From an optimization exercise on the open Yosys and OpenROAD flow, aimed at small area and a short achievable clock period; shortcuts taken in it are not production practice.
No run shown here included a check of the RTL's function; only the layout flow was run.
Power figures rest on the tool's default switching activity, not on a simulated workload.

## flow/design.v (module list and top-level ports; edited modules follow where they fit)
// module user_logic: 1591 lines
// module mul_fa: 4 lines
// module mul_ha: 4 lines
// module mul_ao22: 3 lines
// module mul_x2: 3 lines
// module mul_maj3: 3 lines
// module mul_omux: 3 lines
module user_logic
(
  Bus2IP_Clk,                      
  Bus2IP_Reset,                    
  Bus2IP_Data,                     
  Bus2IP_BE,                       
  Bus2IP_RdCE,                     
  Bus2IP_WrCE,                     
  IP2Bus_Data,                     
  IP2Bus_RdAck,                    
  IP2Bus_WrAck,                    
  IP2Bus_Error                     
);
  // ...
==> flow/run.sh <==
#!/bin/bash
# synth_recipe.tcl (not shown) runs the flow's synth.tcl, then flattens the netlist and writes it again
# the make line also repeats each setting of config.mk as NAME=value (left out here)
make -C /OpenROAD-flow-scripts/flow DESIGN_CONFIG=/design/flow/config.mk WORK_HOME=/design/flow/orfs CLKGATE_MAP_FILE= SYNTH_SCRIPT=/design/flow/synth_recipe.tcl finish
==> flow/config.mk <==
export PLATFORM = sky130hd
export DESIGN_NAME = user_logic
export DESIGN_NICKNAME = user_logic
export VERILOG_FILES = /design/flow/design.v
export SDC_FILE = /design/flow/constraint.sdc
export NUM_CORES = 4
export LEC_CHECK = 0
export ABC_AREA = 0
export CAP_MARGIN = 20
export CORE_MARGIN = 2
export CORE_UTILIZATION = 40
export SETUP_SLACK_MARGIN = 4.0
export SLEW_MARGIN = 20
export SYNTH_HIERARCHICAL = 1
export SYNTH_MINIMUM_KEEP_SIZE = 0
==> flow/constraint.sdc <==
create_clock -name core_clock -period 8.0 [get_ports {Bus2IP_Clk}]
set_input_delay 1.6000 -clock core_clock [delete_from_list [all_inputs] [get_ports {Bus2IP_Clk}]]
set_output_delay 1.6000 -clock core_clock [all_outputs]
set_load 0.01 [all_outputs]
==> summary.txt, run 1 <==
Root Driver: clkbuf_16
WP buf/inv: 4
Setup Fix Bufs, Post-CTS: 13
Met3 global-route usage: 0.05425
Kind of critical path: in -> out
Least-Margin Pin Slew: 1060 ps
Commonest non-fill, non-tap cell in the layout: xor2_1
Clk_skew: 20.73 ps
Worst hold path type: reg -> reg
Crit path to: IP2Bus_Data[12]
Peak VDD IR: 0.0001575 V
Layout cell share with drive strength beyond 1: 0.1167
Setup WS pre-CTS: 2352 ps
CP Capture Type: output port
Metal3 WL: 5159 um
Seq_cells: 191
Wl on met1: 23220 um
Vias per cell: 6.036
Leakage: 9.721 nW
Outcome: no timing/DRC/antenna violations
Placeable Area: 0.03982 mm2
Synthesized instance count: 1531
#FFs+latches synth: 191
Synth Warn #: 7
Reg area: 0.003840 mm2
Slew Limit Fails: 0
Post-synthesis sequential area ratio: 0.2369
Post-synth top cells: 309 x xor2_1, 256 x a22o_1, 214 x fa_1, 191 x dfxtp_1, 177 x nand2_1
GRT Total Usage: 0.2762
R2R Setup Slk: 4160 ps
Critical Path Stages: 6
Grt ovf: 0
Comb power frac: 0.229
Placed insts: 2159
Multi-input combinational cell count: 1312
Leading cell kind: multi-input combinational cells
Largest cells by area after synthesis: fa_1 27%, dfxtp_1 24%, xor2_1 17%
Setup Viol. Count Final: 0
IO Port Bufs: 77
Fin area: 0.01899 mm2
Met1 usage: 0.3680
==> inputs of run 2 (changes only) <==
--- a/flow/design.v
+++ b/flow/design.v
@@ -902,677 +902,579 @@
   mul_fa u_n591 (.a(n76), .b(n586), .c(n589), .s(n591), .co(n592));
   wire n593, n594;
   mul_ha u_n593 (.a(n588), .b(n591), .s(n593), .co(n594));
   wire n595, n596;
   mul_fa u_n595 (.a(n189), .b(n136), .c(n16), .s(n595), .co(n596));
   wire n597, n598;
   mul_fa u_n597 (.a(n78), .b(n590), .c(n595), .s(n597), .co(n598));
   wire n599, n600;
-  mul_fa u_n599 (.a(n138), .b(n18), .c(n190), .s(n599), .co(n600));
+  mul_fa u_n599 (.a(n592), .b(n597), .c(n594), .s(n599), .co(n600));
   wire n601, n602;
-  mul_fa u_n601 (.a(n192), .b(n80), .c(n596), .s(n601), .co(n602));
+  mul_fa u_n601 (.a(n138), .b(n18), .c(n190), .s(n601), .co(n602));
   wire n603, n604;
-  mul_fa u_n603 (.a(n599), .b(n598), .c(n601), .s(n603), .co(n604));
+  mul_fa u_n603 (.a(n192), .b(n80), .c(n596), .s(n603), .co(n604));
   wire n605, n606;
-  mul_fa u_n605 (.a(n243), .b(n140), .c(n194), .s(n605), .co(n606));
+  mul_fa u_n605 (.a(n601), .b(n598), .c(n603), .s(n605), .co(n606));
   wire n607, n608;
-  mul_fa u_n607 (.a(n20), .b(n82), .c(n600), .s(n607), .co(n608));
+  mul_fa u_n607 (.a(n243), .b(n140), .c(n194), .s(n607), .co(n608));
   wire n609, n610;
-  mul_fa u_n609 (.a(n605), .b(n602), .c(n607), .s(n609), .co(n610));
+  mul_fa u_n609 (.a(n20), .b(n82), .c(n602), .s(n609), .co(n610));
   wire n611, n612;
-  mul_fa u_n611 (.a(n142), .b(n196), .c(n22), .s(n611), .co(n612));
+  mul_fa u_n611 (.a(n607), .b(n604), .c(n609), .s(n611), .co(n612));
   wire n613, n614;
-  mul_fa u_n613 (.a(n244), .b(n246), .c(n84), .s(n613), .co(n614));
+  mul_fa u_n613 (.a(n142), .b(n196), .c(n22), .s(n613), .co(n614));
   wire n615, n616;
-  mul_fa u_n615 (.a(n606), .b(n611), .c(n613), .s(n615), .co(n616));
+  mul_fa u_n615 (.a(n244), .b(n246), .c(n84), .s(n615), .co(n616));
   wire n617, n618;
-  mul_fa u_n617 (.a(n293), .b(n144), .c(n198), .s(n617), .co(n618));
+  mul_fa u_n617 (.a(n608), .b(n613), .c(n615), .s(n617), .co(n618));
   wire n619, n620;
-  mul_fa u_n619 (.a(n24), .b(n248), .c(n86), .s(n619), .co(n620));
+  mul_fa u_n619 (.a(n610), .b(n617), .c(n612), .s(n619), .co(n620));
   wire n621, n622;
-  mul_fa u_n621 (.a(n612), .b(n614), .c(n617), .s(n621), .co(n622));
+  mul_fa u_n621 (.a(n293), .b(n144), .c(n198), .s(n621), .co(n622));
   wire n623, n624;
-  mul_fa u_n623 (.a(n619), .b(n616), .c(n621), .s(n623), .co(n624));
+  mul_fa u_n623 (.a(n24), .b(n248), .c(n86), .s(n623), .co(n624));
   wire n625, n626;
-  mul_fa u_n625 (.a(n146), .b(n200), .c(n250), .s(n625), .co(n626));
+  mul_fa u_n625 (.a(n614), .b(n616), .c(n621), .s(n625), .co(n626));
   wire n627, n628;
-  mul_fa u_n627 (.a(n26), .b(n294), .c(n296), .s(n627), .co(n628));
+  mul_fa u_n627 (.a(n623), .b(n618), .c(n625), .s(n627), .co(n628));
   wire n629, n630;
-  mul_fa u_n629 (.a(n88), .b(n618), .c(n620), .s(n629), .co(n630));
+  mul_fa u_n629 (.a(n146), .b(n200), .c(n250), .s(n629), .co(n630));
   wire n631, n632;
-  mul_fa u_n631 (.a(n625), .b(n627), .c(n622), .s(n631), .co(n632));
+  mul_fa u_n631 (.a(n26), .b(n294), .c(n296), .s(n631), .co(n632));
   wire n633, n634;
-  mul_fa u_n633 (.a(n339), .b(n148), .c(n202), .s(n633), .co(n634));
+  mul_fa u_n633 (.a(n88), .b(n622), .c(n624), .s(n633), .co(n634));
   wire n635, n636;
-  mul_fa u_n635 (.a(n252), .b(n28), .c(n298), .s(n635), .co(n636));
+  mul_fa u_n635 (.a(n629), .b(n631), .c(n626), .s(n635), .co(n636));
   wire n637, n638;
-  mul_fa u_n637 (.a(n90), .b(n626), .c(n628), .s(n637), .co(n638));
+  mul_fa u_n637 (.a(n633), .b(n628), .c(n635), .s(n637), .co(n638));
   wire n639, n640;
-  mul_fa u_n639 (.a(n633), .b(n635), .c(n630), .s(n639), .co(n640));
+  mul_fa u_n639 (.a(n339), .b(n148), .c(n202), .s(n639), .co(n640));
   wire n641, n642;
-  mul_fa u_n641 (.a(n150), .b(n204), .c(n254), .s(n641), .co(n642));
+  mul_fa u_n641 (.a(n252), .b(n28), .c(n298), .s(n641), .co(n642));
   wire n643, n644;
-  mul_fa u_n643 (.a(n30), .b(n300), .c(n340), .s(n643), .co(n644));
+  mul_fa u_n643 (.a(n90), .b(n630), .c(n632), .s(n643), .co(n644));
   wire n645, n646;
-  mul_fa u_n645 (.a(n342), .b(n92), .c(n634), .s(n645), .co(n646));
+  mul_fa u_n645 (.a(n639), .b(n641), .c(n634), .s(n645), .co(n646));
   wire n647, n648;
-  mul_fa u_n647 (.a(n636), .b(n641), .c(n643), .s(n647), .co(n648));
+  mul_fa u_n647 (.a(n643), .b(n636), .c(n645), .s(n647), .co(n648));
   wire n649, n650;
-  mul_fa u_n649 (.a(n638), .b(n645), .c(n647), .s(n649), .co(n650));
+  mul_fa u_n649 (.a(n150), .b(n204), .c(n254), .s(n649), .co(n650));
   wire n651, n652;
-  mul_fa u_n651 (.a(n381), .b(n152), .c(n206), .s(n651), .co(n652));
+  mul_fa u_n651 (.a(n30), .b(n300), .c(n340), .s(n651), .co(n652));
   wire n653, n654;
-  mul_fa u_n653 (.a(n256), .b(n302), .c(n32), .s(n653), .co(n654));
+  mul_fa u_n653 (.a(n342), .b(n92), .c(n640), .s(n653), .co(n654));
   wire n655, n656;
-  mul_fa u_n655 (.a(n344), .b(n94), .c(n642), .s(n655), .co(n656));
+  mul_fa u_n655 (.a(n642), .b(n649), .c(n651), .s(n655), .co(n656));
   wire n657, n658;
-  mul_fa u_n657 (.a(n644), .b(n651), .c(n653), .s(n657), .co(n658));
+  mul_fa u_n657 (.a(n644), .b(n653), .c(n655), .s(n657), .co(n658));
   wire n659, n660;
-  mul_fa u_n659 (.a(n646), .b(n648), .c(n655), .s(n659), .co(n660));
+  mul_fa u_n659 (.a(n646), .b(n657), .c(n648), .s(n659), .co(n660));
   wire n661, n662;
-  mul_fa u_n661 (.a(n154), .b(n208), .c(n258), .s(n661), .co(n662));
+  mul_fa u_n661 (.a(n381), .b(n152), .c(n206), .s(n661), .co(n662));
   wire n663, n664;
-  mul_fa u_n663 (.a(n304), .b(n34), .c(n346), .s(n663), .co(n664));
+  mul_fa u_n663 (.a(n256), .b(n302), .c(n32), .s(n663), .co(n664));
   wire n665, n666;
-  mul_fa u_n665 (.a(n382), .b(n384), .c(n96), .s(n665), .co(n666));
+  mul_fa u_n665 (.a(n344), .b(n94), .c(n650), .s(n665), .co(n666));
   wire n667, n668;
-  mul_fa u_n667 (.a(n652), .b(n654), .c(n661), .s(n667), .co(n668));
+  mul_fa u_n667 (.a(n652), .b(n661), .c(n663), .s(n667), .co(n668));
   wire n669, n670;
-  mul_fa u_n669 (.a(n663), .b(n665), .c(n656), .s(n669), .co(n670));
+  mul_fa u_n669 (.a(n654), .b(n656), .c(n665), .s(n669), .co(n670));
   wire n671, n672;
-  mul_fa u_n671 (.a(n419), .b(n156), .c(n210), .s(n671), .co(n672));
+  mul_fa u_n671 (.a(n667), .b(n658), .c(n669), .s(n671), .co(n672));
   wire n673, n674;
-  mul_fa u_n673 (.a(n260), .b(n306), .c(n348), .s(n673), .co(n674));
+  mul_fa u_n673 (.a(n154), .b(n208), .c(n258), .s(n673), .co(n674));
   wire n675, n676;
-  mul_fa u_n675 (.a(n36), .b(n386), .c(n98), .s(n675), .co(n676));
+  mul_fa u_n675 (.a(n304), .b(n34), .c(n346), .s(n675), .co(n676));
   wire n677, n678;
-  mul_fa u_n677 (.a(n662), .b(n664), .c(n666), .s(n677), .co(n678));
+  mul_fa u_n677 (.a(n382), .b(n384), .c(n96), .s(n677), .co(n678));
   wire n679, n680;
-  mul_fa u_n679 (.a(n671), .b(n673), .c(n675), .s(n679), .co(n680));
+  mul_fa u_n679 (.a(n662), .b(n664), .c(n673), .s(n679), .co(n680));
   wire n681, n682;
-  mul_fa u_n681 (.a(n668), .b(n677), .c(n679), .s(n681), .co(n682));
+  mul_fa u_n681 (.a(n675), .b(n677), .c(n666), .s(n681), .co(n682));
   wire n683, n684;
-  mul_fa u_n683 (.a(n100), .b(n158), .c(n212), .s(n683), .co(n684));
+  mul_fa u_n683 (.a(n668), .b(n679), .c(n670), .s(n683), .co(n684));
   wire n685, n686;
-  mul_fa u_n685 (.a(n262), .b(n308), .c(n350), .s(n685), .co(n686));
+  mul_fa u_n685 (.a(n681), .b(n672), .c(n683), .s(n685), .co(n686));
   wire n687, n688;
-  mul_fa u_n687 (.a(n38), .b(n388), .c(n420), .s(n687), .co(n688));
+  mul_fa u_n687 (.a(n419), .b(n156), .c(n210), .s(n687), .co(n688));
   wire n689, n690;
-  mul_fa u_n689 (.a(n422), .b(n672), .c(n674), .s(n689), .co(n690));
+  mul_fa u_n689 (.a(n260), .b(n306), .c(n348), .s(n689), .co(n690));
   wire n691, n692;
-  mul_fa u_n691 (.a(n676), .b(n683), .c(n685), .s(n691), .co(n692));
+  mul_fa u_n691 (.a(n36), .b(n386), .c(n98), .s(n691), .co(n692));
   wire n693, n694;
-  mul_fa u_n693 (.a(n687), .b(n678), .c(n680), .s(n693), .co(n694));
+  mul_fa u_n693 (.a(n674), .b(n676), .c(n678), .s(n693), .co(n694));
   wire n695, n696;
-  mul_fa u_n695 (.a(n453), .b(n102), .c(n160), .s(n695), .co(n696));
+  mul_fa u_n695 (.a(n687), .b(n689), .c(n691), .s(n695), .co(n696));
   wire n697, n698;
-  mul_fa u_n697 (.a(n214), .b(n264), .c(n310), .s(n697), .co(n698));
+  mul_fa u_n697 (.a(n680), .b(n693), .c(n695), .s(n697), .co(n698));
   wire n699, n700;
-  mul_fa u_n699 (.a(n352), .b(n390), .c(n40), .s(n699), .co(n700));
+  mul_fa u_n699 (.a(n682), .b(n697), .c(n684), .s(n699), .co(n700));
   wire n701, n702;
-  mul_fa u_n701 (.a(n424), .b(n684), .c(n686), .s(n701), .co(n702));
+  mul_fa u_n701 (.a(n100), .b(n158), .c(n212), .s(n701), .co(n702));
   wire n703, n704;
-  mul_fa u_n703 (.a(n688), .b(n695), .c(n697), .s(n703), .co(n704));
+  mul_fa u_n703 (.a(n262), .b(n308), .c(n350), .s(n703), .co(n704));
   wire n705, n706;
-  mul_fa u_n705 (.a(n699), .b(n690), .c(n692), .s(n705), .co(n706));
+  mul_fa u_n705 (.a(n38), .b(n388), .c(n420), .s(n705), .co(n706));
   wire n707, n708;
-  mul_fa u_n707 (.a(n104), .b(n162), .c(n216), .s(n707), .co(n708));
+  mul_fa u_n707 (.a(n422), .b(n688), .c(n690), .s(n707), .co(n708));
   wire n709, n710;
-  mul_fa u_n709 (.a(n266), .b(n312), .c(n354), .s(n709), .co(n710));
+  mul_fa u_n709 (.a(n692), .b(n701), .c(n703), .s(n709), .co(n710));
   wire n711, n712;
-  mul_fa u_n711 (.a(n392), .b(n42), .c(n426), .s(n711), .co(n712));
+  mul_fa u_n711 (.a(n705), .b(n694), .c(n696), .s(n711), .co(n712));
   wire n713, n714;
-  mul_fa u_n713 (.a(n454), .b(n456), .c(n696), .s(n713), .co(n714));
+  mul_fa u_n713 (.a(n707), .b(n709), .c(n698), .s(n713), .co(n714));
   wire n715, n716;
-  mul_fa u_n715 (.a(n698), .b(n700), .c(n707), .s(n715), .co(n716));
+  mul_fa u_n715 (.a(n711), .b(n713), .c(n700), .s(n715), .co(n716));
   wire n717, n718;
-  mul_fa u_n717 (.a(n709), .b(n711), .c(n702), .s(n717), .co(n718));
+  mul_fa u_n717 (.a(n453), .b(n102), .c(n160), .s(n717), .co(n718));
   wire n719, n720;
-  mul_fa u_n719 (.a(n704), .b(n713), .c(n715), .s(n719), .co(n720));
+  mul_fa u_n719 (.a(n214), .b(n264), .c(n310), .s(n719), .co(n720));
   wire n721, n722;
-  mul_fa u_n721 (.a(n483), .b(n106), .c(n164), .s(n721), .co(n722));
+  mul_fa u_n721 (.a(n352), .b(n390), .c(n40), .s(n721), .co(n722));
   wire n723, n724;
-  mul_fa u_n723 (.a(n218), .b(n268), .c(n314), .s(n723), .co(n724));
+  mul_fa u_n723 (.a(n424), .b(n702), .c(n704), .s(n723), .co(n724));
   wire n725, n726;
-  mul_fa u_n725 (.a(n356), .b(n394), .c(n428), .s(n725), .co(n726));
+  mul_fa u_n725 (.a(n706), .b(n717), .c(n719), .s(n725), .co(n726));
   wire n727, n728;
-  mul_fa u_n727 (.a(n44), .b(n458), .c(n708), .s(n727), .co(n728));
+  mul_fa u_n727 (.a(n721), .b(n708), .c(n710), .s(n727), .co(n728));
   wire n729, n730;
-  mul_fa u_n729 (.a(n710), .b(n712), .c(n721), .s(n729), .co(n730));
+  mul_fa u_n729 (.a(n723), .b(n725), .c(n712), .s(n729), .co(n730));
   wire n731, n732;
-  mul_fa u_n731 (.a(n723), .b(n725), .c(n714), .s(n731), .co(n732));
+  mul_fa u_n731 (.a(n727), .b(n714), .c(n729), .s(n731), .co(n732));
   wire n733, n734;
-  mul_fa u_n733 (.a(n716), .b(n727), .c(n729), .s(n733), .co(n734));
+  mul_fa u_n733 (.a(n104), .b(n162), .c(n216), .s(n733), .co(n734));
   wire n735, n736;
-  mul_fa u_n735 (.a(n108), .b(n166), .c(n220), .s(n735), .co(n736));
+  mul_fa u_n735 (.a(n266), .b(n312), .c(n354), .s(n735), .co(n736));
   wire n737, n738;
-  mul_fa u_n737 (.a(n270), .b(n316), .c(n358), .s(n737), .co(n738));
+  mul_fa u_n737 (.a(n392), .b(n42), .c(n426), .s(n737), .co(n738));
   wire n739, n740;
-  mul_fa u_n739 (.a(n396), .b(n430), .c(n46), .s(n739), .co(n740));
+  mul_fa u_n739 (.a(n454), .b(n456), .c(n718), .s(n739), .co(n740));
   wire n741, n742;
-  mul_fa u_n741 (.a(n460), .b(n484), .c(n486), .s(n741), .co(n742));
+  mul_fa u_n741 (.a(n720), .b(n722), .c(n733), .s(n741), .co(n742));
   wire n743, n744;
-  mul_fa u_n743 (.a(n722), .b(n724), .c(n726), .s(n743), .co(n744));
+  mul_fa u_n743 (.a(n735), .b(n737), .c(n724), .s(n743), .co(n744));
   wire n745, n746;
-  mul_fa u_n745 (.a(n735), .b(n737), .c(n739), .s(n745), .co(n746));
+  mul_fa u_n745 (.a(n726), .b(n739), .c(n741), .s(n745), .co(n746));
   wire n747, n748;
-  mul_fa u_n747 (.a(n741), .b(n728), .c(n730), .s(n747), .co(n748));
+  mul_fa u_n747 (.a(n728), .b(n743), .c(n745), .s(n747), .co(n748));
   wire n749, n750;
-  mul_fa u_n749 (.a(n743), .b(n745), .c(n732), .s(n749), .co(n750));
+  mul_fa u_n749 (.a(n730), .b(n747), .c(n732), .s(n749), .co(n750));
   wire n751, n752;
-  mul_fa u_n751 (.a(n509), .b(n110), .c(n168), .s(n751), .co(n752));
+  mul_fa u_n751 (.a(n483), .b(n106), .c(n164), .s(n751), .co(n752));
   wire n753, n754;
-  mul_fa u_n753 (.a(n222), .b(n272), .c(n318), .s(n753), .co(n754));
+  mul_fa u_n753 (.a(n218), .b(n268), .c(n314), .s(n753), .co(n754));
   wire n755, n756;
-  mul_fa u_n755 (.a(n360), .b(n398), .c(n432), .s(n755), .co(n756));
+  mul_fa u_n755 (.a(n356), .b(n394), .c(n428), .s(n755), .co(n756));
   wire n757, n758;
-  mul_fa u_n757 (.a(n462), .b(n48), .c(n488), .s(n757), .co(n758));
+  mul_fa u_n757 (.a(n44), .b(n458), .c(n734), .s(n757), .co(n758));
   wire n759, n760;
-  mul_fa u_n759 (.a(n736), .b(n738), .c(n740), .s(n759), .co(n760));
+  mul_fa u_n759 (.a(n736), .b(n738), .c(n751), .s(n759), .co(n760));
   wire n761, n762;
-  mul_fa u_n761 (.a(n742), .b(n751), .c(n753), .s(n761), .co(n762));
+  mul_fa u_n761 (.a(n753), .b(n755), .c(n740), .s(n761), .co(n762));
   wire n763, n764;
-  mul_fa u_n763 (.a(n755), .b(n757), .c(n744), .s(n763), .co(n764));
+  mul_fa u_n763 (.a(n742), .b(n757), .c(n759), .s(n763), .co(n764));
   wire n765, n766;
-  mul_fa u_n765 (.a(n746), .b(n759), .c(n761), .s(n765), .co(n766));
+  mul_fa u_n765 (.a(n744), .b(n761), .c(n746), .s(n765), .co(n766));
   wire n767, n768;
-  mul_fa u_n767 (.a(n112), .b(n170), .c(n224), .s(n767), .co(n768));
+  mul_fa u_n767 (.a(n763), .b(n748), .c(n765), .s(n767), .co(n768));
   wire n769, n770;
-  mul_fa u_n769 (.a(n274), .b(n320), .c(n362), .s(n769), .co(n770));
+  mul_fa u_n769 (.a(n108), .b(n166), .c(n220), .s(n769), .co(n770));
   wire n771, n772;
-  mul_fa u_n771 (.a(n400), .b(n434), .c(n464), .s(n771), .co(n772));
+  mul_fa u_n771 (.a(n270), .b(n316), .c(n358), .s(n771), .co(n772));
   wire n773, n774;
-  mul_fa u_n773 (.a(n490), .b(n50), .c(n510), .s(n773), .co(n774));
+  mul_fa u_n773 (.a(n396), .b(n430), .c(n46), .s(n773), .co(n774));
   wire n775, n776;
-  mul_fa u_n775 (.a(n512), .b(n752), .c(n754), .s(n775), .co(n776));
+  mul_fa u_n775 (.a(n460), .b(n484), .c(n486), .s(n775), .co(n776));
   wire n777, n778;
-  mul_fa u_n777 (.a(n756), .b(n758), .c(n767), .s(n777), .co(n778));
+  mul_fa u_n777 (.a(n752), .b(n754), .c(n756), .s(n777), .co(n778));
   wire n779, n780;
   mul_fa u_n779 (.a(n769), .b(n771), .c(n773), .s(n779), .co(n780));
   wire n781, n782;
-  mul_fa u_n781 (.a(n760), .b(n762), .c(n775), .s(n781), .co(n782));
+  mul_fa u_n781 (.a(n775), .b(n758), .c(n760), .s(n781), .co(n782));
   wire n783, n784;
-  mul_fa u_n783 (.a(n777), .b(n779), .c(n764), .s(n783), .co(n784));
+  mul_fa u_n783 (.a(n777), .b(n779), .c(n762), .s(n783), .co(n784));
   wire n785, n786;
-  mul_fa u_n785 (.a(n531), .b(n114), .c(n172), .s(n785), .co(n786));
+  mul_fa u_n785 (.a(n764), .b(n781), .c(n783), .s(n785), .co(n786));
   wire n787, n788;
-  mul_fa u_n787 (.a(n226), .b(n276), .c(n322), .s(n787), .co(n788));
+  mul_fa u_n787 (.a(n766), .b(n785), .c(n768), .s(n787), .co(n788));
   wire n789, n790;
-  mul_fa u_n789 (.a(n364), .b(n402), .c(n436), .s(n789), .co(n790));
+  mul_fa u_n789 (.a(n509), .b(n110), .c(n168), .s(n789), .co(n790));
   wire n791, n792;
-  mul_fa u_n791 (.a(n466), .b(n492), .c(n514), .s(n791), .co(n792));
+  mul_fa u_n791 (.a(n222), .b(n272), .c(n318), .s(n791), .co(n792));
   wire n793, n794;
-  mul_fa u_n793 (.a(n52), .b(n768), .c(n770), .s(n793), .co(n794));
+  mul_fa u_n793 (.a(n360), .b(n398), .c(n432), .s(n793), .co(n794));
   wire n795, n796;
-  mul_fa u_n795 (.a(n772), .b(n774), .c(n785), .s(n795), .co(n796));
+  mul_fa u_n795 (.a(n462), .b(n48), .c(n488), .s(n795), .co(n796));
   wire n797, n798;
-  mul_fa u_n797 (.a(n787), .b(n789), .c(n791), .s(n797), .co(n798));
+  mul_fa u_n797 (.a(n770), .b(n772), .c(n774), .s(n797), .co(n798));
   wire n799, n800;
-  mul_fa u_n799 (.a(n776), .b(n778), .c(n780), .s(n799), .co(n800));
+  mul_fa u_n799 (.a(n776), .b(n789), .c(n791), .s(n799), .co(n800));
   wire n801, n802;
-  mul_fa u_n801 (.a(n793), .b(n795), .c(n797), .s(n801), .co(n802));
+  mul_fa u_n801 (.a(n793), .b(n795), .c(n778), .s(n801), .co(n802));
   wire n803, n804;
-  mul_fa u_n803 (.a(n116), .b(n174), .c(n228), .s(n803), .co(n804));
+  mul_fa u_n803 (.a(n780), .b(n797), .c(n799), .s(n803), .co(n804));
   wire n805, n806;
-  mul_fa u_n805 (.a(n278), .b(n324), .c(n366), .s(n805), .co(n806));
+  mul_fa u_n805 (.a(n782), .b(n801), .c(n803), .s(n805), .co(n806));
   wire n807, n808;
-  mul_fa u_n807 (.a(n404), .b(n438), .c(n468), .s(n807), .co(n808));
+  mul_fa u_n807 (.a(n784), .b(n805), .c(n786), .s(n807), .co(n808));
   wire n809, n810;
-  mul_fa u_n809 (.a(n494), .b(n516), .c(n532), .s(n809), .co(n810));
+  mul_fa u_n809 (.a(n112), .b(n170), .c(n224), .s(n809), .co(n810));
   wire n811, n812;
-  mul_fa u_n811 (.a(n534), .b(n54), .c(n786), .s(n811), .co(n812));
+  mul_fa u_n811 (.a(n274), .b(n320), .c(n362), .s(n811), .co(n812));
   wire n813, n814;
-  mul_fa u_n813 (.a(n788), .b(n790), .c(n792), .s(n813), .co(n814));
+  mul_fa u_n813 (.a(n400), .b(n434), .c(n464), .s(n813), .co(n814));
   wire n815, n816;
-  mul_fa u_n815 (.a(n803), .b(n805), .c(n807), .s(n815), .co(n816));
+  mul_fa u_n815 (.a(n490), .b(n50), .c(n510), .s(n815), .co(n816));
   wire n817, n818;
-  mul_fa u_n817 (.a(n809), .b(n794), .c(n796), .s(n817), .co(n818));
+  mul_fa u_n817 (.a(n512), .b(n790), .c(n792), .s(n817), .co(n818));
   wire n819, n820;
-  mul_fa u_n819 (.a(n798), .b(n811), .c(n813), .s(n819), .co(n820));
+  mul_fa u_n819 (.a(n794), .b(n796), .c(n809), .s(n819), .co(n820));
   wire n821, n822;
-  mul_fa u_n821 (.a(n549), .b(n118), .c(n176), .s(n821), .co(n822));
+  mul_fa u_n821 (.a(n811), .b(n813), .c(n815), .s(n821), .co(n822));
   wire n823, n824;
-  mul_fa u_n823 (.a(n230), .b(n280), .c(n326), .s(n823), .co(n824));
+  mul_fa u_n823 (.a(n798), .b(n800), .c(n817), .s(n823), .co(n824));
   wire n825, n826;
-  mul_fa u_n825 (.a(n368), .b(n406), .c(n440), .s(n825), .co(n826));
+  mul_fa u_n825 (.a(n819), .b(n821), .c(n802), .s(n825), .co(n826));
   wire n827, n828;
-  mul_fa u_n827 (.a(n470), .b(n496), .c(n518), .s(n827), .co(n828));
+  mul_fa u_n827 (.a(n804), .b(n823), .c(n825), .s(n827), .co(n828));
   wire n829, n830;
-  mul_fa u_n829 (.a(n536), .b(n56), .c(n804), .s(n829), .co(n830));
+  mul_fa u_n829 (.a(n806), .b(n827), .c(n808), .s(n829), .co(n830));
   wire n831, n832;
-  mul_fa u_n831 (.a(n806), .b(n808), .c(n810), .s(n831), .co(n832));
+  mul_fa u_n831 (.a(n531), .b(n114), .c(n172), .s(n831), .co(n832));
   wire n833, n834;
-  mul_fa u_n833 (.a(n821), .b(n823), .c(n825), .s(n833), .co(n834));
+  mul_fa u_n833 (.a(n226), .b(n276), .c(n322), .s(n833), .co(n834));
   wire n835, n836;
-  mul_fa u_n835 (.a(n827), .b(n812), .c(n814), .s(n835), .co(n836));
+  mul_fa u_n835 (.a(n364), .b(n402), .c(n436), .s(n835), .co(n836));
   wire n837, n838;
-  mul_fa u_n837 (.a(n816), .b(n829), .c(n831), .s(n837), .co(n838));
+  mul_fa u_n837 (.a(n466), .b(n492), .c(n514), .s(n837), .co(n838));
   wire n839, n840;
-  mul_fa u_n839 (.a(n120), .b(n178), .c(n232), .s(n839), .co(n840));
+  mul_fa u_n839 (.a(n52), .b(n810), .c(n812), .s(n839), .co(n840));
   wire n841, n842;
-  mul_fa u_n841 (.a(n282), .b(n328), .c(n370), .s(n841), .co(n842));
+  mul_fa u_n841 (.a(n814), .b(n816), .c(n831), .s(n841), .co(n842));
   wire n843, n844;
-  mul_fa u_n843 (.a(n408), .b(n442), .c(n472), .s(n843), .co(n844));
+  mul_fa u_n843 (.a(n833), .b(n835), .c(n837), .s(n843), .co(n844));
   wire n845, n846;
-  mul_fa u_n845 (.a(n498), .b(n520), .c(n538), .s(n845), .co(n846));
+  mul_fa u_n845 (.a(n818), .b(n820), .c(n822), .s(n845), .co(n846));
   wire n847, n848;
-  mul_fa u_n847 (.a(n550), .b(n552), .c(n58), .s(n847), .co(n848));
+  mul_fa u_n847 (.a(n839), .b(n841), .c(n843), .s(n847), .co(n848));
   wire n849, n850;
-  mul_fa u_n849 (.a(n822), .b(n824), .c(n826), .s(n849), .co(n850));
+  mul_fa u_n849 (.a(n824), .b(n845), .c(n847), .s(n849), .co(n850));
   wire n851, n852;
-  mul_fa u_n851 (.a(n828), .b(n839), .c(n841), .s(n851), .co(n852));
+  mul_fa u_n851 (.a(n826), .b(n849), .c(n828), .s(n851), .co(n852));
   wire n853, n854;
-  mul_fa u_n853 (.a(n843), .b(n845), .c(n847), .s(n853), .co(n854));
+  mul_fa u_n853 (.a(n116), .b(n174), .c(n228), .s(n853), .co(n854));
   wire n855, n856;
-  mul_fa u_n855 (.a(n830), .b(n832), .c(n834), .s(n855), .co(n856));
+  mul_fa u_n855 (.a(n278), .b(n324), .c(n366), .s(n855), .co(n856));
   wire n857, n858;
-  mul_fa u_n857 (.a(n849), .b(n851), .c(n853), .s(n857), .co(n858));
+  mul_fa u_n857 (.a(n404), .b(n438), .c(n468), .s(n857), .co(n858));
   wire n859, n860;
-  mul_fa u_n859 (.a(n563), .b(n122), .c(n180), .s(n859), .co(n860));
+  mul_fa u_n859 (.a(n494), .b(n516), .c(n532), .s(n859), .co(n860));
   wire n861, n862;
-  mul_fa u_n861 (.a(n234), .b(n284), .c(n330), .s(n861), .co(n862));
+  mul_fa u_n861 (.a(n534), .b(n54), .c(n832), .s(n861), .co(n862));
   wire n863, n864;
-  mul_fa u_n863 (.a(n372), .b(n410), .c(n444), .s(n863), .co(n864));
+  mul_fa u_n863 (.a(n834), .b(n836), .c(n838), .s(n863), .co(n864));
   wire n865, n866;
-  mul_fa u_n865 (.a(n474), .b(n500), .c(n522), .s(n865), .co(n866));
+  mul_fa u_n865 (.a(n853), .b(n855), .c(n857), .s(n865), .co(n866));
   wire n867, n868;
-  mul_fa u_n867 (.a(n540), .b(n554), .c(n60), .s(n867), .co(n868));
+  mul_fa u_n867 (.a(n859), .b(n840), .c(n842), .s(n867), .co(n868));
   wire n869, n870;
-  mul_fa u_n869 (.a(n840), .b(n842), .c(n844), .s(n869), .co(n870));
+  mul_fa u_n869 (.a(n844), .b(n861), .c(n863), .s(n869), .co(n870));
   wire n871, n872;
-  mul_fa u_n871 (.a(n846), .b(n848), .c(n859), .s(n871), .co(n872));
+  mul_fa u_n871 (.a(n865), .b(n846), .c(n848), .s(n871), .co(n872));
   wire n873, n874;
-  mul_fa u_n873 (.a(n861), .b(n863), .c(n865), .s(n873), .co(n874));
+  mul_fa u_n873 (.a(n867), .b(n869), .c(n850), .s(n873), .co(n874));
   wire n875, n876;
-  mul_fa u_n875 (.a(n867), .b(n850), .c(n852), .s(n875), .co(n876));
+  mul_fa u_n875 (.a(n871), .b(n873), .c(n852), .s(n875), .co(n876));
   wire n877, n878;
-  mul_fa u_n877 (.a(n854), .b(n869), .c(n871), .s(n877), .co(n878));
+  mul_fa u_n877 (.a(n549), .b(n118), .c(n176), .s(n877), .co(n878));
   wire n879, n880;
-  mul_fa u_n879 (.a(n124), .b(n182), .c(n236), .s(n879), .co(n880));
+  mul_fa u_n879 (.a(n230), .b(n280), .c(n326), .s(n879), .co(n880));
   wire n881, n882;
-  mul_fa u_n881 (.a(n286), .b(n332), .c(n374), .s(n881), .co(n882));
+  mul_fa u_n881 (.a(n368), .b(n406), .c(n440), .s(n881), .co(n882));
   wire n883, n884;
-  mul_fa u_n883 (.a(n412), .b(n446), .c(n476), .s(n883), .co(n884));
+  mul_fa u_n883 (.a(n470), .b(n496), .c(n518), .s(n883), .co(n884));
   wire n885, n886;
-  mul_fa u_n885 (.a(n502), .b(n524), .c(n542), .s(n885), .co(n886));
+  mul_fa u_n885 (.a(n536), .b(n56), .c(n854), .s(n885), .co(n886));
   wire n887, n888;
-  mul_fa u_n887 (.a(n556), .b(n564), .c(n566), .s(n887), .co(n888));
+  mul_fa u_n887 (.a(n856), .b(n858), .c(n860), .s(n887), .co(n888));
   wire n889, n890;
-  mul_fa u_n889 (.a(n62), .b(n860), .c(n862), .s(n889), .co(n890));
+  mul_fa u_n889 (.a(n877), .b(n879), .c(n881), .s(n889), .co(n890));
   wire n891, n892;
-  mul_fa u_n891 (.a(n864), .b(n866), .c(n868), .s(n891), .co(n892));
+  mul_fa u_n891 (.a(n883), .b(n862), .c(n864), .s(n891), .co(n892));
   wire n893, n894;
-  mul_fa u_n893 (.a(n879), .b(n881), .c(n883), .s(n893), .co(n894));
+  mul_fa u_n893 (.a(n866), .b(n885), .c(n887), .s(n893), .co(n894));
   wire n895, n896;
-  mul_fa u_n895 (.a(n885), .b(n887), .c(n870), .s(n895), .co(n896));
+  mul_fa u_n895 (.a(n889), .b(n868), .c(n870), .s(n895), .co(n896));
   wire n897, n898;
-  mul_fa u_n897 (.a(n872), .b(n874), .c(n889), .s(n897), .co(n898));
+  mul_fa u_n897 (.a(n891), .b(n893), .c(n872), .s(n897), .co(n898));
   wire n899, n900;
-  mul_fa u_n899 (.a(n573), .b(n126), .c(n184), .s(n899), .co(n900));
+  mul_fa u_n899 (.a(n895), .b(n874), .c(n897), .s(n899), .co(n900));
   wire n901, n902;
-  mul_fa u_n901 (.a(n238), .b(n288), .c(n334), .s(n901), .co(n902));
+  mul_fa u_n901 (.a(n120), .b(n178), .c(n232), .s(n901), .co(n902));
   wire n903, n904;
-  mul_fa u_n903 (.a(n376), .b(n414), .c(n448), .s(n903), .co(n904));
+  mul_fa u_n903 (.a(n282), .b(n328), .c(n370), .s(n903), .co(n904));
   wire n905, n906;
-  mul_fa u_n905 (.a(n478), .b(n504), .c(n526), .s(n905), .co(n906));
+  mul_fa u_n905 (.a(n408), .b(n442), .c(n472), .s(n905), .co(n906));
   wire n907, n908;
-  mul_fa u_n907 (.a(n544), .b(n558), .c(n568), .s(n907), .co(n908));
+  mul_fa u_n907 (.a(n498), .b(n520), .c(n538), .s(n907), .co(n908));
   wire n909, n910;
-  mul_fa u_n909 (.a(n64), .b(n880), .c(n882), .s(n909), .co(n910));
+  mul_fa u_n909 (.a(n550), .b(n552), .c(n58), .s(n909), .co(n910));
   wire n911, n912;
-  mul_fa u_n911 (.a(n884), .b(n886), .c(n888), .s(n911), .co(n912));
+  mul_fa u_n911 (.a(n878), .b(n880), .c(n882), .s(n911), .co(n912));
   wire n913, n914;
-  mul_fa u_n913 (.a(n899), .b(n901), .c(n903), .s(n913), .co(n914));
+  mul_fa u_n913 (.a(n884), .b(n901), .c(n903), .s(n913), .co(n914));
   wire n915, n916;
-  mul_fa u_n915 (.a(n905), .b(n907), .c(n890), .s(n915), .co(n916));
+  mul_fa u_n915 (.a(n905), .b(n907), .c(n909), .s(n915), .co(n916));
   wire n917, n918;
-  mul_fa u_n917 (.a(n892), .b(n894), .c(n909), .s(n917), .co(n918));
+  mul_fa u_n917 (.a(n886), .b(n888), .c(n890), .s(n917), .co(n918));
   wire n919, n920;
-  mul_fa u_n919 (.a(n911), .b(n913), .c(n896), .s(n919), .co(n920));
-  wire n921;
-  mul_x2 u_n921 (.a(n128), .b(n186), .y(n921));
-  wire n922;
-  mul_x2 u_n922 (.a(n240), .b(n290), .y(n922));
-  wire n923;
-  mul_x2 u_n923 (.a(n336), .b(n378), .y(n923));
-  wire n924;
-  mul_x2 u_n924 (.a(n416), .b(n450), .y(n924));
-  wire n925;
-  mul_x2 u_n925 (.a(n480), .b(n506), .y(n925));
-  wire n926;
-  mul_x2 u_n926 (.a(n528), .b(n546), .y(n926));
-  wire n927;
-  mul_x2 u_n927 (.a(n560), .b(n570), .y(n927));
-  wire n928;
-  mul_x2 u_n928 (.a(n574), .b(n576), .y(n928));
-  wire n929;
-  mul_x2 u_n929 (.a(n66), .b(n921), .y(n929));
-  wire n930;
-  mul_x2 u_n930 (.a(n922), .b(n923), .y(n930));
-  wire n931;
-  mul_x2 u_n931 (.a(n924), .b(n925), .y(n931));
-  wire n932;
-  mul_x2 u_n932 (.a(n926), .b(n927), .y(n932));
-  wire n933;
-  mul_x2 u_n933 (.a(n928), .b(n900), .y(n933));
-  wire n934;
-  mul_x2 u_n934 (.a(n902), .b(n904), .y(n934));
-  wire n935;
-  mul_x2 u_n935 (.a(n906), .b(n908), .y(n935));
-  wire n936;
-  mul_x2 u_n936 (.a(n929), .b(n930), .y(n936));
-  wire n937;
-  mul_x2 u_n937 (.a(n931), .b(n932), .y(n937));
-  wire n938;
-  mul_x2 u_n938 (.a(n933), .b(n934), .y(n938));
-  wire n939;
-  mul_x2 u_n939 (.a(n935), .b(n936), .y(n939));
-  wire n940;
-  mul_x2 u_n940 (.a(n937), .b(n910), .y(n940));
-  wire n941;
-  mul_x2 u_n941 (.a(n912), .b(n938), .y(n941));
-  wire n942;
-  mul_x2 u_n942 (.a(n914), .b(n939), .y(n942));
-  wire n943;
-  mul_x2 u_n943 (.a(n940), .b(n941), .y(n943));
-  wire n944;
-  mul_x2 u_n944 (.a(n942), .b(n916), .y(n944));
-  wire n945;
-  mul_x2 u_n945 (.a(n918), .b(n943), .y(n945));
+  mul_fa u_n919 (.a(n911), .b(n913), .c(n915), .s(n919), .co(n920));
+  wire n921, n922;
+  mul_fa u_n921 (.a(n892), .b(n894), .c(n917), .s(n921), .co(n922));
+  wire n923, n924;
+  mul_fa u_n923 (.a(n919), .b(n896), .c(n921), .s(n923), .co(n924));
+  wire n925, n926;
+  mul_fa u_n925 (.a(n898), .b(n923), .c(n900), .s(n925), .co(n926));
+  wire n927, n928;
+  mul_fa u_n927 (.a(n563), .b(n122), .c(n180), .s(n927), .co(n928));
+  wire n929, n930;
+  mul_fa u_n929 (.a(n234), .b(n284), .c(n330), .s(n929), .co(n930));
+  wire n931, n932;
+  mul_fa u_n931 (.a(n372), .b(n410), .c(n444), .s(n931), .co(n932));
+  wire n933, n934;
+  mul_fa u_n933 (.a(n474), .b(n500), .c(n522), .s(n933), .co(n934));
+  wire n935, n936;
+  mul_fa u_n935 (.a(n540), .b(n554), .c(n60), .s(n935), .co(n936));
+  wire n937, n938;
+  mul_fa u_n937 (.a(n902), .b(n904), .c(n906), .s(n937), .co(n938));
+  wire n939, n940;
+  mul_fa u_n939 (.a(n908), .b(n910), .c(n927), .s(n939), .co(n940));
+  wire n941, n942;
+  mul_fa u_n941 (.a(n929), .b(n931), .c(n933), .s(n941), .co(n942));
+  wire n943, n944;
+  mul_fa u_n943 (.a(n935), .b(n912), .c(n914), .s(n943), .co(n944));
+  wire n945, n946;
+  mul_fa u_n945 (.a(n916), .b(n937), .c(n939), .s(n945), .co(n946));
+  wire n947, n948;
+  mul_fa u_n947 (.a(n941), .b(n918), .c(n920), .s(n947), .co(n948));
+  wire n949, n950;
+  mul_fa u_n949 (.a(n943), .b(n945), .c(n922), .s(n949), .co(n950));
+  wire n951, n952;
+  mul_fa u_n951 (.a(n947), .b(n924), .c(n949), .s(n951), .co(n952));
+  wire n953, n954;
+  mul_fa u_n953 (.a(n124), .b(n182), .c(n236), .s(n953), .co(n954));
+  wire n955, n956;
+  mul_fa u_n955 (.a(n286), .b(n332), .c(n374), .s(n955), .co(n956));
+  wire n957, n958;
+  mul_fa u_n957 (.a(n412), .b(n446), .c(n476), .s(n957), .co(n958));
+  wire n959, n960;
+  mul_fa u_n959 (.a(n502), .b(n524), .c(n542), .s(n959), .co(n960));
+  wire n961, n962;
+  mul_fa u_n961 (.a(n556), .b(n564), .c(n566), .s(n961), .co(n962));
+  wire n963, n964;
+  mul_fa u_n963 (.a(n62), .b(n928), .c(n930), .s(n963), .co(n964));
+  wire n965, n966;
+  mul_fa u_n965 (.a(n932), .b(n934), .c(n936), .s(n965), .co(n966));
+  wire n967, n968;
+  mul_fa u_n967 (.a(n953), .b(n955), .c(n957), .s(n967), .co(n968));
+  wire n969, n970;
+  mul_fa u_n969 (.a(n959), .b(n961), .c(n938), .s(n969), .co(n970));
+  wire n971, n972;
+  mul_fa u_n971 (.a(n940), .b(n942), .c(n963), .s(n971), .co(n972));
+  wire n973, n974;
+  mul_fa u_n973 (.a(n965), .b(n967), .c(n944), .s(n973), .co(n974));
+  wire n975, n976;
+  mul_fa u_n975 (.a(n969), .b(n946), .c(n971), .s(n975), .co(n976));
+  wire n977, n978;
+  mul_fa u_n977 (.a(n948), .b(n973), .c(n975), .s(n977), .co(n978));
+  wire n979, n980;
+  mul_fa u_n979 (.a(n950), .b(n977), .c(n952), .s(n979), .co(n980));
+  wire n981, n982;
+  mul_fa u_n981 (.a(n573), .b(n126), .c(n184), .s(n981), .co(n982));
+  wire n983, n984;
+  mul_fa u_n983 (.a(n238), .b(n288), .c(n334), .s(n983), .co(n984));
+  wire n985, n986;
+  mul_fa u_n985 (.a(n376), .b(n414), .c(n448), .s(n985), .co(n986));
+  wire n987, n988;
+  mul_fa u_n987 (.a(n478), .b(n504), .c(n526), .s(n987), .co(n988));
+  wire n989, n990;
+  mul_fa u_n989 (.a(n544), .b(n558), .c(n568), .s(n989), .co(n990));
+  wire n991, n992;
+  mul_fa u_n991 (.a(n64), .b(n954), .c(n956), .s(n991), .co(n992));
+  wire n993, n994;
+  mul_fa u_n993 (.a(n958), .b(n960), .c(n962), .s(n993), .co(n994));
+  wire n995, n996;
+  mul_fa u_n995 (.a(n981), .b(n983), .c(n985), .s(n995), .co(n996));
+  wire n997, n998;
+  mul_fa u_n997 (.a(n987), .b(n989), .c(n964), .s(n997), .co(n998));
+  wire n999, n1000;
+  mul_fa u_n999 (.a(n966), .b(n968), .c(n991), .s(n999), .co(n1000));
+  wire n1001, n1002;
+  mul_fa u_n1001 (.a(n993), .b(n995), .c(n970), .s(n1001), .co(n1002));
+  wire n1003, n1004;
+  mul_fa u_n1003 (.a(n972), .b(n997), .c(n999), .s(n1003), .co(n1004));
+  wire n1005, n1006;
+  mul_fa u_n1005 (.a(n1001), .b(n974), .c(n976), .s(n1005), .co(n1006));
+  wire n1007, n1008;
+  mul_fa u_n1007 (.a(n1003), .b(n1005), .c(n978), .s(n1007), .co(n1008));
+  wire n1009;
+  mul_x2 u_n1009 (.a(n128), .b(n186), .y(n1009));
+  wire n1010;
+  mul_x2 u_n1010 (.a(n240), .b(n290), .y(n1010));
+  wire n1011;
+  mul_x2 u_n1011 (.a(n336), .b(n378), .y(n1011));
+  wire n1012;
+  mul_x2 u_n1012 (.a(n416), .b(n450), .y(n1012));
+  wire n1013;
+  mul_x2 u_n1013 (.a(n480), .b(n506), .y(n1013));
+  wire n1014;
+  mul_x2 u_n1014 (.a(n528), .b(n546), .y(n1014));
+  wire n1015;
+  mul_x2 u_n1015 (.a(n560), .b(n570), .y(n1015));
+  wire n1016;
+  mul_x2 u_n1016 (.a(n574), .b(n576), .y(n1016));
+  wire n1017;
+  mul_x2 u_n1017 (.a(n66), .b(n1009), .y(n1017));
+  wire n1018;
+  mul_x2 u_n1018 (.a(n1010), .b(n1011), .y(n1018));
+  wire n1019;
+  mul_x2 u_n1019 (.a(n1012), .b(n1013), .y(n1019));
+  wire n1020;
+  mul_x2 u_n1020 (.a(n1014), .b(n1015), .y(n1020));
+  wire n1021;
+  mul_x2 u_n1021 (.a(n1016), .b(n982), .y(n1021));
+  wire n1022;
+  mul_x2 u_n1022 (.a(n984), .b(n986), .y(n1022));
+  wire n1023;
+  mul_x2 u_n1023 (.a(n988), .b(n990), .y(n1023));
+  wire n1024;
+  mul_x2 u_n1024 (.a(n1017), .b(n1018), .y(n1024));
+  wire n1025;
+  mul_x2 u_n1025 (.a(n1019), .b(n1020), .y(n1025));
+  wire n1026;
+  mul_x2 u_n1026 (.a(n1021), .b(n1022), .y(n1026));
+  wire n1027;
+  mul_x2 u_n1027 (.a(n1023), .b(n1024), .y(n1027));
+  wire n1028;
+  mul_x2 u_n1028 (.a(n1025), .b(n992), .y(n1028));
+  wire n1029;
+  mul_x2 u_n1029 (.a(n994), .b(n1026), .y(n1029));
+  wire n1030;
+  mul_x2 u_n1030 (.a(n996), .b(n1027), .y(n1030));
+  wire n1031;
+  mul_x2 u_n1031 (.a(n1028), .b(n1029), .y(n1031));
+  wire n1032;
+  mul_x2 u_n1032 (.a(n1030), .b(n998), .y(n1032));
+  wire n1033;
+  mul_x2 u_n1033 (.a(n1000), .b(n1031), .y(n1033));
+  wire n1034;
+  mul_x2 u_n1034 (.a(n1032), .b(n1033), .y(n1034));
+  wire n1035;
+  mul_x2 u_n1035 (.a(n1002), .b(n1004), .y(n1035));
+  wire n1036;
+  mul_x2 u_n1036 (.a(n1034), .b(n1035), .y(n1036));
+  wire n1037;
+  mul_x2 u_n1037 (.a(n1006), .b(n1036), .y(n1037));
+  wire n1038;
+  mul_x2 u_n1038 (.a(n1037), .b(n1008), .y(n1038));
   reg         p0_0;
   reg         p1_0;
   reg         p2_0;
   reg         p3_0;
   reg         p4_0;
   reg         p5_0;
   reg         p6_0;
-  reg         p6_1;
-  reg         p6_2;
   reg         p7_0;
+  reg         p7_1;
   reg         p8_0;
   reg         p8_1;
   reg         p9_0;
-  reg         p9_1;
-  reg         p9_2;
   reg         p10_0;
+  reg         p10_1;
   reg         p11_0;
-  reg         p11_1;
-  reg         p11_2;
   reg         p12_0;
   reg         p12_1;
-  reg         p12_2;
   reg         p13_0;
-  reg         p13_1;
   reg         p14_0;
   reg         p14_1;
-  reg         p14_2;
   reg         p15_0;
-  reg         p15_1;
-  reg         p15_2;
-  reg         p15_3;
   reg         p16_0;
   reg         p16_1;
   reg         p17_0;
-  reg         p17_1;
-  reg         p17_2;
-  reg         p17_3;
   reg         p18_0;
   reg         p18_1;
-  reg         p18_2;
-  reg         p18_3;
   reg         p19_0;
-  reg         p19_1;
-  reg         p19_2;
   reg         p20_0;
   reg         p20_1;
-  reg         p20_2;
-  reg         p20_3;
   reg         p21_0;
-  reg         p21_1;
-  reg         p21_2;
   reg         p22_0;
   reg         p22_1;
-  reg         p22_2;
-  reg         p22_3;
   reg         p23_0;
-  reg         p23_1;
-  reg         p23_2;
   reg         p24_0;
   reg         p24_1;
-  reg         p24_2;
-  reg         p24_3;
   reg         p25_0;
-  reg         p25_1;
-  reg         p25_2;
-  reg         p25_3;
-  reg         p25_4;
   reg         p26_0;
   reg         p26_1;
-  reg         p26_2;
-  reg         p26_3;
-  reg         p26_4;
   reg         p27_0;
-  reg         p27_1;
-  reg         p27_2;
-  reg         p27_3;
   reg         p28_0;
   reg         p28_1;
-  reg         p28_2;
-  reg         p28_3;
-  reg         p28_4;
   reg         p29_0;
-  reg         p29_1;
-  reg         p29_2;
-  reg         p29_3;
-  reg         p29_4;
-  reg         p29_5;
   reg         p30_0;
   reg         p30_1;
-  reg         p30_2;
-  reg         p30_3;
   reg         p31_0;
-  reg         p31_1;
-  reg         p31_2;
   always @(posedge Bus2IP_Clk) begin
     rst_d <= Bus2IP_Reset;
     p0_0 <= n3;
     p1_0 <= n577;
     p2_0 <= n579;
     p3_0 <= n583;
     p4_0 <= n587;
     p5_0 <= n593;
-    p6_0 <= n592;
-    p6_1 <= n597;
-    p6_2 <= n594;
-    p7_0 <= n603;
-    p8_0 <= n604;
-    p8_1 <= n609;
-    p9_0 <= n608;
-    p9_1 <= n615;
-    p9_2 <= n610;
-    p10_0 <= n623;
-    p11_0 <= n629;
-    p11_1 <= n624;
-    p11_2 <= n631;
-    p12_0 <= n637;
-    p12_1 <= n632;
-    p12_2 <= n639;
-    p13_0 <= n640;
-    p13_1 <= n649;
-    p14_0 <= n657;
-    p14_1 <= n650;
-    p14_2 <= n659;
-    p15_0 <= n658;
-    p15_1 <= n667;
-    p15_2 <= n660;
-    p15_3 <= n669;
-    p16_0 <= n670;
-    p16_1 <= n681;
-    p17_0 <= n689;
-    p17_1 <= n691;
-    p17_2 <= n682;
-    p17_3 <= n693;
-    p18_0 <= n701;
-    p18_1 <= n703;
-    p18_2 <= n694;
-    p18_3 <= n705;
-    p19_0 <= n706;
-    p19_1 <= n717;
-    p19_2 <= n719;
-    p20_0 <= n718;
-    p20_1 <= n731;
-    p20_2 <= n720;
-    p20_3 <= n733;
-    p21_0 <= n734;
-    p21_1 <= n747;
-    p21_2 <= n749;
-    p22_0 <= n748;
-    p22_1 <= n763;
-    p22_2 <= n765;
-    p22_3 <= n750;
-    p23_0 <= n766;
-    p23_1 <= n781;
-    p23_2 <= n783;
-    p24_0 <= n782;
-    p24_1 <= n799;
-    p24_2 <= n801;
-    p24_3 <= n784;
-    p25_0 <= n815;
-    p25_1 <= n800;
-    p25_2 <= n802;
-    p25_3 <= n817;
-    p25_4 <= n819;
-    p26_0 <= n833;
-    p26_1 <= n818;
-    p26_2 <= n820;
-    p26_3 <= n835;
-    p26_4 <= n837;
-    p27_0 <= n836;
-    p27_1 <= n838;
-    p27_2 <= n855;
-    p27_3 <= n857;
-    p28_0 <= n873;
-    p28_1 <= n856;
-    p28_2 <= n858;
-    p28_3 <= n875;
-    p28_4 <= n877;
-    p29_0 <= n891;
-    p29_1 <= n893;
-    p29_2 <= n876;
-    p29_3 <= n895;
-    p29_4 <= n878;
-    p29_5 <= n897;
-    p30_0 <= n898;
-    p30_1 <= n915;
-    p30_2 <= n917;
-    p30_3 <= n919;
-    p31_0 <= n944;
-    p31_1 <= n945;
-    p31_2 <= n920;
+    p6_0 <= n599;
+    p7_0 <= n605;
+    p7_1 <= n600;
+    p8_0 <= n606;
+    p8_1 <= n611;
+    p9_0 <= n619;
+    p10_0 <= n627;
+    p10_1 <= n620;
+    p11_0 <= n637;
+    p12_0 <= n638;
+    p12_1 <= n647;
+    p13_0 <= n659;
+    p14_0 <= n671;
+    p14_1 <= n660;
+    p15_0 <= n685;
+    p16_0 <= n686;
+    p16_1 <= n699;
+    p17_0 <= n715;
+    p18_0 <= n731;
+    p18_1 <= n716;
+    p19_0 <= n749;
+    p20_0 <= n767;
+    p20_1 <= n750;
+    p21_0 <= n787;
+    p22_0 <= n807;
+    p22_1 <= n788;
+    p23_0 <= n829;
+    p24_0 <= n851;
+    p24_1 <= n830;
+    p25_0 <= n875;
+    p26_0 <= n899;
+    p26_1 <= n876;
+    p27_0 <= n925;
+    p28_0 <= n951;
+    p28_1 <= n926;
+    p29_0 <= n979;
+    p30_0 <= n1007;
+    p30_1 <= n980;
+    p31_0 <= n1038;
   end
-  wire n946, n947;
-  mul_fa u_n946 (.a(p6_0), .b(p6_1), .c(p6_2), .s(n946), .co(n947));
-  wire n948, n949;
-  mul_fa u_n948 (.a(p9_0), .b(p9_1), .c(p9_2), .s(n948), .co(n949));
-  wire n950, n951;
-  mul_fa u_n950 (.a(p11_0), .b(p11_1), .c(p11_2), .s(n950), .co(n951));
-  wire n952, n953;
-  mul_fa u_n952 (.a(p12_0), .b(p12_1), .c(p12_2), .s(n952), .co(n953));
-  wire n954, n955;
-  mul_fa u_n954 (.a(p13_0), .b(p13_1), .c(n953), .s(n954), .co(n955));
-  wire n956, n957;
-  mul_fa u_n956 (.a(p14_0), .b(p14_1), .c(p14_2), .s(n956), .co(n957));
-  wire n958, n959;
-  mul_fa u_n958 (.a(p15_0), .b(p15_1), .c(p15_2), .s(n958), .co(n959));
-  wire n960, n961;
-  mul_fa u_n960 (.a(p15_3), .b(n957), .c(n958), .s(n960), .co(n961));
-  wire n962, n963;
-  mul_fa u_n962 (.a(p16_0), .b(p16_1), .c(n959), .s(n962), .co(n963));
-  wire n964, n965;
-  mul_fa u_n964 (.a(p17_0), .b(p17_1), .c(p17_2), .s(n964), .co(n965));
-  wire n966, n967;
-  mul_fa u_n966 (.a(p17_3), .b(n964), .c(n963), .s(n966), .co(n967));
-  wire n968, n969;
-  mul_fa u_n968 (.a(p18_0), .b(p18_1), .c(p18_2), .s(n968), .co(n969));
-  wire n970, n971;
-  mul_fa u_n970 (.a(p18_3), .b(n965), .c(n968), .s(n970), .co(n971));
-  wire n972, n973;
-  mul_fa u_n972 (.a(p19_0), .b(p19_1), .c(p19_2), .s(n972), .co(n973));
-  wire n974, n975;
-  mul_fa u_n974 (.a(n969), .b(n972), .c(n971), .s(n974), .co(n975));
-  wire n976, n977;
-  mul_fa u_n976 (.a(p20_0), .b(p20_1), .c(p20_2), .s(n976), .co(n977));
-  wire n978, n979;
-  mul_fa u_n978 (.a(p20_3), .b(n973), .c(n976), .s(n978), .co(n979));
-  wire n980, n981;
-  mul_fa u_n980 (.a(p21_0), .b(p21_1), .c(p21_2), .s(n980), .co(n981));
-  wire n982, n983;
-  mul_fa u_n982 (.a(n977), .b(n980), .c(n979), .s(n982), .co(n983));
-  wire n984, n985;
-  mul_fa u_n984 (.a(p22_0), .b(p22_1), .c(p22_2), .s(n984), .co(n985));
-  wire n986, n987;
-  mul_fa u_n986 (.a(p22_3), .b(n981), .c(n984), .s(n986), .co(n987));
-  wire n988, n989;
-  mul_fa u_n988 (.a(p23_0), .b(p23_1), .c(p23_2), .s(n988), .co(n989));
-  wire n990, n991;
-  mul_fa u_n990 (.a(n985), .b(n988), .c(n987), .s(n990), .co(n991));
-  wire n992, n993;
-  mul_fa u_n992 (.a(p24_0), .b(p24_1), .c(p24_2), .s(n992), .co(n993));
-  wire n994, n995;
-  mul_fa u_n994 (.a(p24_3), .b(n989), .c(n992), .s(n994), .co(n995));
-  wire n996, n997;
-  mul_fa u_n996 (.a(p25_0), .b(p25_1), .c(p25_2), .s(n996), .co(n997));
-  wire n998, n999;
-  mul_fa u_n998 (.a(p25_3), .b(p25_4), .c(n993), .s(n998), .co(n999));
-  wire n1000, n1001;
-  mul_fa u_n1000 (.a(n996), .b(n995), .c(n998), .s(n1000), .co(n1001));
-  wire n1002, n1003;
-  mul_fa u_n1002 (.a(p26_0), .b(p26_1), .c(p26_2), .s(n1002), .co(n1003));
-  wire n1004, n1005;
-  mul_fa u_n1004 (.a(p26_3), .b(p26_4), .c(n997), .s(n1004), .co(n1005));
-  wire n1006, n1007;
-  mul_fa u_n1006 (.a(n1002), .b(n999), .c(n1004), .s(n1006), .co(n1007));
-  wire n1008, n1009;
-  mul_fa u_n1008 (.a(p27_0), .b(p27_1), .c(p27_2), .s(n1008), .co(n1009));
-  wire n1010, n1011;
-  mul_fa u_n1010 (.a(p27_3), .b(n1003), .c(n1008), .s(n1010), .co(n1011));
-  wire n1012, n1013;
-  mul_fa u_n1012 (.a(n1005), .b(n1010), .c(n1007), .s(n1012), .co(n1013));
-  wire n1014, n1015;
-  mul_fa u_n1014 (.a(p28_0), .b(p28_1), .c(p28_2), .s(n1014), .co(n1015));
-  wire n1016, n1017;
-  mul_fa u_n1016 (.a(p28_3), .b(p28_4), .c(n1009), .s(n1016), .co(n1017));
-  wire n1018, n1019;
-  mul_fa u_n1018 (.a(n1014), .b(n1011), .c(n1016), .s(n1018), .co(n1019));
-  wire n1020, n1021;
-  mul_fa u_n1020 (.a(p29_0), .b(p29_1), .c(p29_2), .s(n1020), .co(n1021));
-  wire n1022, n1023;
-  mul_fa u_n1022 (.a(p29_3), .b(p29_4), .c(p29_5), .s(n1022), .co(n1023));
-  wire n1024, n1025;
-  mul_fa u_n1024 (.a(n1015), .b(n1020), .c(n1022), .s(n1024), .co(n1025));
-  wire n1026, n1027;
-  mul_fa u_n1026 (.a(n1017), .b(n1024), .c(n1019), .s(n1026), .co(n1027));
-  wire n1028, n1029;
-  mul_fa u_n1028 (.a(p30_0), .b(p30_1), .c(p30_2), .s(n1028), .co(n1029));
-  wire n1030, n1031;
-  mul_fa u_n1030 (.a(p30_3), .b(n1021), .c(n1023), .s(n1030), .co(n1031));
-  wire n1032, n1033;
-  mul_fa u_n1032 (.a(n1028), .b(n1025), .c(n1030), .s(n1032), .co(n1033));
-  wire n1034;
-  mul_x2 u_n1034 (.a(p31_0), .b(p31_1), .y(n1034));
-  wire n1035;
-  mul_x2 u_n1035 (.a(p31_2), .b(n1034), .y(n1035));
-  wire n1036;
-  mul_x2 u_n1036 (.a(n1029), .b(n1035), .y(n1036));
-  wire n1037;
-  mul_x2 u_n1037 (.a(n1036), .b(n1031), .y(n1037));
-  wire n1038;
-  mul_x2 u_n1038 (.a(n1037), .b(n1033), .y(n1038));
-  wire [31:0] prod = {n1038, n1032, n1026, n1018, n1012, n1001, n1000, n994, n990, n986, n982, n978, n974, n970, n966, n961, n960, n956, n954, n951, n950, p10_0, n948, p8_0, p7_0, n946, p5_0, p4_0, p3_0, p2_0, p1_0, p0_0} + {1'b0, n1027, 1'b0, n1013, 1'b0, n1006, 1'b0, n991, 1'b0, n983, 1'b0, n975, 1'b0, n967, 1'b0, n962, 1'b0, n955, 1'b0, n952, 1'b0, n949, 1'b0, p8_1, n947, 1'b0, 1'b0, 1'b0, 1'b0, 1'b0, 1'b0, 1'b0};
+  wire [31:0] prod = {p31_0, p30_0, p29_0, p28_0, p27_0, p26_0, p25_0, p24_0, p23_0, p22_0, p21_0, p20_0, p19_0, p18_0, p17_0, p16_0, p15_0, p14_0, p13_0, p12_0, p11_0, p10_0, p9_0, p8_0, p7_0, p6_0, p5_0, p4_0, p3_0, p2_0, p1_0, p0_0} + {1'b0, p30_1, 1'b0, p28_1, 1'b0, p26_1, 1'b0, p24_1, 1'b0, p22_1, 1'b0, p20_1, 1'b0, p18_1, 1'b0, p16_1, 1'b0, p14_1, 1'b0, p12_1, 1'b0, p10_1, 1'b0, p8_1, p7_1, 1'b0, 1'b0, 1'b0, 1'b0, 1'b0, 1'b0, 1'b0};
   always @(posedge Bus2IP_Clk) begin
     if (Bus2IP_Reset | rst_d)
       slv_reg2 <= 0;
     else
       slv_reg2 <= {prod[31], prod[30], prod[29], prod[28], prod[27], prod[26], prod[25], prod[24], prod[23], prod[22], prod[21], prod[20], prod[19], prod[18], prod[17], prod[16], prod[15], prod[14], prod[13], prod[12], prod[11], prod[10], prod[9], prod[8], prod[7], prod[6], prod[5], prod[4], prod[3], prod[2], prod[1], prod[0]};
   end
   genvar gi;
   generate for (gi = 0; gi < 32; gi = gi + 1) begin : g_rd
==> run 2 against run 1 <==
Compared with the run above: wire length up 6.8%; critical path type is now reg -> reg; fmax down 2.7%; register-to-register slack worse by 630 ps; clock-buffer cell count down 1; largest power group unchanged; largest cell class unchanged; synthesized cell count down 2.7%; worst setup slack worse by 120 ps; critical path depth up 7; clock skew down 3.1 ps; still clean on timing, DRC and antenna; critical endpoint is now p27_0$_DFF_P_.
==> summary.txt, run 2 <==
Outcome: no timing/DRC/antenna violations
Largest cells by area after synthesis: fa_1 28%, dfxtp_1 19%, xor2_1 18%
Leakage: 9.983 nW (+2.7%)
Placed insts: 2084 (-3.5%)
Post-synth top cells: 308 x xor2_1, 256 x a22o_1, 214 x fa_1, 174 x nand2_1, 142 x dfxtp_1
Placeable Area: 0.03749 mm2 (-5.9%)
Final WL: 60370 um
GRT Total Usage: 0.3089 (+0.03273)
Critical path arrival: 4780 ps
IO Port Bufs: 77 (unchanged)
Post-synthesis sequential area ratio: 0.1872 (-0.04976)
Num Clock Sinks: 142
Critical Path Fanout Max: 5
Setup WS pre-CTS: 2270 ps (-82.17 ps)
CTS Buf Count: 17
Vias per cell: 6.186 (+2.5%)
Kind of critical path: reg -> reg
Cells on Worst Hold Path: 1
Largest registers: slv_reg0 x32, slv_reg1 x32, slv_reg2 x32
Minimum clock period: 4469 ps
FMAX: 0.2238 GHz
Hold endpoint: slv_reg2[31]$_SDFF_PP0_
Clk_skew: 17.63 ps (-3.103 ps)
Peak VDD IR: 0.0001448 V (-8.1%)
Setup Viol. Count Final: 0 (unchanged)
Root Driver: clkbuf_16
#FFs+latches synth: 142 (-26%)
Largest net degree at the start of global routing: 70
Grt ovf: 0 (unchanged)
Most frequent cell after synthesis: xor2_1
Reg2reg end: p27_0$_DFF_P_
RSZ-0062 raised after global routing: true
Clock latency on the worst-skew pair: 450 ps
R2R Setup Slk: 3530 ps (-630 ps)
Least-Margin Pin Slew: 996.6 ps (-63.60 ps)
Synth Warn #: 7 (unchanged)
Slew Limit Fails: 0 (unchanged)
Layout cell share with drive strength beyond 1: 0.2692 (+0.1525)
Worst hold path type: reg -> reg
Setup TNS: 0 ps
Gpl congestion: 0.9033
Max-cap violations: 0
Synthesized instance count: 1489 (-2.7%)
Synth Area per Inst: 10.20 um2
Commonest non-fill, non-tap cell in the layout: xor2_1
CP Capture Type: flip-flop
R2R Path Start: slv_reg1[26]$_SDFFE_PP0P_
Final hold vios: 0
Most frequent cells in the layout: 266 x xor2_1, 254 x a22o_1, 166 x nand2_1
[run 2: cell count changes in the layout (fill, tap and decap cells not counted), sizes merged, moves of 4 or more]
cell / previous run / this run
a21oi: 75 / 70
buf: 103 / 218
dfxtp: 191 / 142
nor3: 4 / 9
o21a: 0 / 4
o21ai: 25 / 31
[run 2: power breakdown]
part	internal (mW)	switching, mW	leakage (nW)
clock network	0.458	0.364	0.296
logic	0.281	0.368	8.51
registers	0.769	0.0787	1.18
[run 2: cell type report]
cell class | instances | area [um2]
Fill cell | 3272 | 17160
Timing Repair Buffer | 259 | 2893
Antenna cell | 2 | 5.005
Multi-Input combinational cell | 1323 | 13240
Tap cell | 511 | 639.4
Sequential cell | 142 | 2938
Inverter | 5 | 18.77
Clock buffer | 18 | 450.4
Clock inverter | 14 | 141.4
[run 2: worst max-delay path by stage]
| stage | startpoint | end | depth (start not counted) |
|---|---|---|---|
| detailed placement | Bus2IP_RdCE[0] | IP2Bus_Data[11] | 5 |
| floorplan | slv_reg1[30]$_SDFFE_PP0P_ | p27_0$_DFF_P_ | 11 |
| finish | slv_reg1[26]$_SDFFE_PP0P_ | p27_0$_DFF_P_ | 13 |
| CTS | slv_reg1[25]$_SDFFE_PP0P_ | p27_0$_DFF_P_ | 12 |
| global route | slv_reg1[26]$_SDFFE_PP0P_ | p27_0$_DFF_P_ | 14 |
| global placement | Bus2IP_RdCE[0] | IP2Bus_Data[11] | 5 |
[run 2: per-module statistics from Yosys (local to each module, per instance)]
module,copies in the design,cells,flip-flops and latches
user_logic,1,663,142
mul_ha,3,1,0
mul_maj3,4,1,0
mul_omux,32,2,0
mul_ao22,256,1,0
mul_x2,286,1,0
mul_fa,213,1,0
[run 2: kinds of logic (layout without fill, tap and decap cells)]
logic type | count (synthesis) | after routing | share of synthesized area
fa+ha+maj | 234 | 234 | 0.2982
other cells | 1 | 3 | 0.0002469
xor+xnor | 314 | 317 | 0.1811
buf+inv | 30 | 296 | 0.008073
mux | 3 | 3 | 0.002307
flops | 142 | 142 | 0.1872
simple gates | 343 | 343 | 0.1018
compound gates | 422 | 425 | 0.2210
[run 2: worst max-delay path: stages, from the launching register on]
cell	delay, ps
dfxtp_4	400
buf_6	130
nand2_4	60
o21ai_4	210
buf_12	160
a22o_1	170
xor2_2	160
fa_2	490
fa_2	590
fa_2	440
fa_2	360
fa_2	350
fa_2	370
fa_1	440
[run 2: timing repair]
item / 4_1_cts / 5_1_grt
buffers inserted: 130 / 13
pin swaps: 79 / 47
endpoints found under the setup margin: 66 / 53
gates resized for setup: 349 / 67
gates cloned: 12 / 1
[run 2: metrics by stage]
stage / area, um2 / hold WS, ps / utilization / total power, mW
after floorplan: 15550 / 405.7 / - / 1.167
after global placement: 17100 / 408.0 / 0.4560 / 1.374
after detailed placement: 17100 / 416.1 / 0.4560 / 1.381
after CTS: 19870 / 434.2 / 0.5299 / 2.292
after global routing: 20320 / 446.9 / 0.5421 / 2.408
final: 20330 / 428.4 / 0.5423 / 2.318
[run 2: layer usage]
metal,wire (um),track usage
met4,3666,0.1559
met3,7162,0.08766
met2,26570,0.4780
met5,0,0
met1,22970,0.3949
